This design comes from an exercise in tuning for small area, a short achievable clock period and few clock cycles on the open sky130 flow, not from production work. Function was not checked in any run shown here: the RTL went through the layout flow alone.

==> flow/design.v, too long to show whole: its modules and the start of the top module <==
// module CONV: 3920 lines
// module FA3: 4 lines
// module HA2: 4 lines
module CONV(
	input		clk,
	input		reset,
	output	reg	busy,
	input		ready,
	output	reg [11:0]	iaddr,
	input	signed [19:0] idata,
	output	 reg cwr,
	output	 reg [11:0]	caddr_wr,
	output	 reg [19:0]	cdata_wr,
	output	 reg	crd,
	output	 reg [11:0]	caddr_rd,
	input	 [19:0]	cdata_rd,
	output reg 	[2:0] 	csel
	);
  // ...
==> flow/flow/run.sh <==
#!/bin/bash
# Standard layout, with timing repair asked for extra setup slack so that the
# resizer also works on paths that already meet the 10 ns clock.
set -euo pipefail
bash standard.sh SETUP_SLACK_MARGIN=6.8 finish > flow_standard.log 2>&1
==> flow/standard.sh <==
#!/bin/bash
# synth_recipe.tcl (not shown) runs the flow's synth.tcl, then flattens the netlist and writes it again
# the make line also repeats each setting of config.mk as NAME=value (left out here)
make -C /OpenROAD-flow-scripts/flow DESIGN_CONFIG=/design/flow/config.mk WORK_HOME=/design/flow/orfs CLKGATE_MAP_FILE= SYNTH_SCRIPT=/design/flow/synth_recipe.tcl "${@:-finish}"
==> flow/config.mk <==
export PLATFORM = sky130hd
export DESIGN_NAME = CONV
export DESIGN_NICKNAME = CONV
export VERILOG_FILES = /design/flow/design.v
export SDC_FILE = /design/flow/constraint.sdc
export NUM_CORES = 4
export LEC_CHECK = 0
export CAP_MARGIN = 50
export CORE_MARGIN = 2
export CORE_UTILIZATION = 65
export CTS_CLUSTER_DIAMETER = 100
export CTS_CLUSTER_SIZE = 25
export SLEW_MARGIN = 75
export SYNTH_HIERARCHICAL = 1
==> flow/constraint.sdc <==
create_clock -name core_clock -period 10.0 [get_ports {clk}]
set_input_delay 2.0000 -clock core_clock [delete_from_list [all_inputs] [get_ports {clk}]]
set_output_delay 2.0000 -clock core_clock [all_outputs]
set_load 0.01 [all_outputs]
==> qor.yml, run 1 <==
timing:
  setup_tns_ps: 0
  drv_slew: 0
  setup_viol: 0
  fmax_ghz: 0.299
detailed_routing:
  ant_nets: 0
  drc: 0
finish:
  nets: 4130
  seq_area_frac: 0.385
  clock_cell_area_share: 0.0275
setup_path:
  arrival_ps: 3910
  slowest_stage: "fa_1"
  required_ps: 10570
outcome:
  status: "timing/DRC/antenna clean"
logic_synthesis:
  synth_xor_area_frac: 0.0131
  synth_cell_types: 63
  yosys-top-cells-area: "fa_1 (45%), dfxtp_1 (36%), dfrtp_1 (3.8%)"
  syn_area_um2: 43400
grt:
  overflow: 0
hold_path:
  hold_path.class: "register to register"
placement:
  dp_hpwl_mm: 93.4
floorplan:
  io_pins: 105
  fp-row-count: 94
clock_network:
  post_cts_buffers: 80
  cts_buffers: 44
==> run 2, diff against run 1 <==
==> flow/flow/run.sh (replaced) <==
#!/bin/bash
# Standard layout, with timing repair asked for extra setup slack so that the
# resizer also works on paths that already meet the 10 ns clock.
set -euo pipefail
bash standard.sh SETUP_SLACK_MARGIN=6.5 finish > flow_standard.log 2>&1
==> run 2 against run 1 <==
Against the previous run: count of clock-buffer cells in the layout shrank 1; via count is 3.4% lower; still clean on timing, DRC and antenna; highest routed layer unchanged.
==> qor.yml, run 2 <==
setup_path:
  critPathKind: "register to output pin"
  arrival_ps: 1460  # -2450 ps
  critPathCaptureType: "output pin"
  required_ps: 8000  # -2570 ps
  slowest_stage: "clkdlybuf4s50_1"
  crit_family: "buffers and inverters"
  crit_path_start_kind: "register"
  crit_buf_inv: 1
  path_max_fanout: 1
  cpPeakStageDelay_ps: 520
  cp_cell_sequence: "clkdlybuf4s50_1"
clock_network:
  hold_buffers: 0
  cts-htree-levels: 2
  cts_sinks: 884
  root_buffer: "clkbuf_16"
  cts_buffer_depth: 3
  cts_tree: "done"
  cts_buffers: 44  # unchanged
  clk_pin_slew_ps: 100
  clock_latency_ps: 640
  post_cts_buffers: 0  # -100%
logic_synthesis:
  syn_nets: 3814
  yosys_warnings: 7
  ys_seq_area_frac: 0.425
  ys_seq_elements: 884
  syn_area_um2: 43400  # unchanged
  yosysTopAreaCellShare: 0.447
  yosysTopAreaCell: "fa_1"
  synth_cell_types: 63  # unchanged
  yosys-top-cells-count: "fa_1 (968), dfxtp_1 (778), inv_1 (245)"
  synth_edf_count: 40
  post-synth-top-count-cell: "fa_1"
  syn_inst: 2690
  async_flop_share: 0.0747
  synth.avg_cell_area_um2: 16.1
  yosys-top-cells-area: "fa_1 (45%), dfxtp_1 (36%), dfrtp_1 (3.8%)"
  synthFlopType: "dfxtp_1"
finish:
  drive_above_1_share: 0.104
  finish.utilization: 0.724
  nets: 3965  # -4.0%
  final_area_um2: 47700
  layout_common_cells: "fa_1 (968), dfxtp_1 (614), inv_1 (244)"
  layout_commonest_cell: "fa_1"
  syn_to_final_growth_pct: 9.94
timing:
  setup_tns_ps: 0  # unchanged
  rsz0062_at_grt: "false"
  finalHoldViolCount: 0
  drv_slew: 0  # unchanged
  holdWs_ps: 311
  fmax_ghz: 0.289  # -3.4%
  period_share: 0.346
  setup_viol: 0  # unchanged
  skew_ps: 35.2
  period_needed_ps: 3460
floorplan:
  die_x_um: 262
  fp-row-count: 94  # unchanged
  coreArea_um2: 65900
  dieArea_um2: 68800
  die_h_um: 262
  floorplan.initialDensity: 0.658
  io_pins: 105  # unchanged
grt:
  grt_pass1_wl_mm: 173
  grt_pass1_vias: 25071
  grt_max_degree: 43
  grt_usage: 0.359
  antenna_found_initial: 6
  overflow: 0  # unchanged
detailed_routing:
  ant_nets: 0  # unchanged
  drt_iter0_drc: 2262
  vias: 22390
  drtPass1Iterations: 7
  drc: 0  # unchanged
  wl_mm: 119
  via_per_inst: 5.98
  wire_per_inst_um: 31.9
placement:
  dpl_cell_area_um2: 46200
  routabilityCongestion: 1.05
  dp_hpwl_mm: 93.2  # -0.18%
  numPortBuffers: 102
run:
  cap_violations: 0
outcome:
  status: "timing/DRC/antenna clean"
hold_path:
  hold_path.class: "register to register"
run 2: changes by cell type in the layout (fill, tap and decap cells not counted), moves of 28 or more:
| cell | change |
|---|---|
| fa_1 | +86 |
| buf_12 | -35 |
| fa_2 | -86 |
| dfxtp_1 | +28 |
| dlygate4sd2_1 | +36 |
| buf_4 | -127 |
run 2: final timing paths:
path                             startpoint           to  slack, ps  depth (start not counted)
worst max-delay path            caddr_rd[5]  caddr_rd[5]       6540                          1
worst min-delay path               sr19[15]     sr20[15]        310                          0
worst max register to register       sr0[0]      r5_10_2       6540                          7
worst min register to register     sr19[15]     sr20[15]        310                          0
max in group asynchronous             reset       hold_v       7680                          5
min in group asynchronous             reset         S[2]       1720                          3
run 2: per-layer routing:
| layer | global-route usage | share of wire | up-vias | routed length, um |
|---|---|---|---|---|
| met2 | 0.544 | 0.45 | 1411 | 54100 |
| met3 | 0.139 | 0.13 | 280 | 15200 |
| met4 | 0.110 | 0.039 | 8 | 4680 |
| met5 | 0 | 0.00047 | - | 56 |
| li1 | - | - | 8745 | - |
| met1 | 0.487 | 0.38 | 11946 | 45400 |
run 2: cells by family after synthesis:
| logic type | after synthesis | synth area share |
|---|---|---|
| AO/OA/AOI/OAI | 156 | 0.0245 |
| XOR/XNOR | 65 | 0.0131 |
| adder cells (fa/ha/maj) | 1081 | 0.479 |
| buffers and inverters | 262 | 0.0231 |
| AND/OR/NAND/NOR | 194 | 0.0233 |
| flip-flops | 884 | 0.425 |
| other | 2 | 0.000173 |
| multiplexers | 46 | 0.0114 |
run 2: area by class of cell:
| class | instances | area (um2) |
|---|---|---|
| antenna | 2 | 5.00 |
| clock buffer | 70 | 1210 |
| clock inverter | 11 | 151 |
| fill | 4134 | 18200 |
| inverter | 246 | 930 |
| multi-input combinational | 1544 | 24100 |
| sequential | 884 | 19000 |
| tap | 864 | 1080 |
| timing repair buffer | 121 | 1240 |
run 2: worst register-to-register path, delay by kind of cell (launching register included):
kind,cells,cell delay [ps]
flops,1,550
buf+inv,2,220
fa+ha+maj,5,2550
run 2: repair_timing:
item	in CTS	in global routing
pin swaps	0	1
resized for setup	37	24
setup endpoints to repair	37	25
run 2: per-module statistics from Yosys, one instance, submodules excluded:
module | copies in the design | cells
FA3 | 967 | 1
HA2 | 17 | 1
CONV | 1 | 1706
run 2: per-stage QoR:
stage	setup slack, ps	instances
5_1_grt	6490	3740
2_1_floorplan	6790	2690
4_1_cts	6450	3735
6_report	6540	3742
3_3_place_gp	6020	3646
3_5_place_dp	6620	3654

-- afterwards: timing with drivers on the ports --
No port has a modelled driver above. Below, the same layouts with a new extraction and two added sets of constraints. Step 1 (the two cells are an assumption about what drives the block):
set clk [get_ports {clk}]
set_driving_cell -lib_cell sky130_fd_sc_hd__clkbuf_16 $clk
set_driving_cell -lib_cell sky130_fd_sc_hd__buf_2 [delete_from_list [all_inputs] $clk]
Step 2 also shifts input and output timing later by t, the mid clock arrival at the registers, as if the neighbouring blocks saw the same clock. Slacks: ideal ports / drivers / drivers and shift; pairs: ideal ports / drivers.
run | shift t [ns] | slack for setup (ns) | hold WS [ns] | worst setup path after step 2 | worst register clock-pin slew, ns
run 1 | 0.692 | 6.658 / 6.658 / 6.658 | 0.316 / 0.316 / 0.316 | register to register | 0.11 / 0.11
run 2 | 0.692 | 6.541 / 6.471 / 6.545 | 0.311 / 0.311 / 0.311 | register to register | 0.11 / 0.11
After both steps every run listed still meets setup and hold.
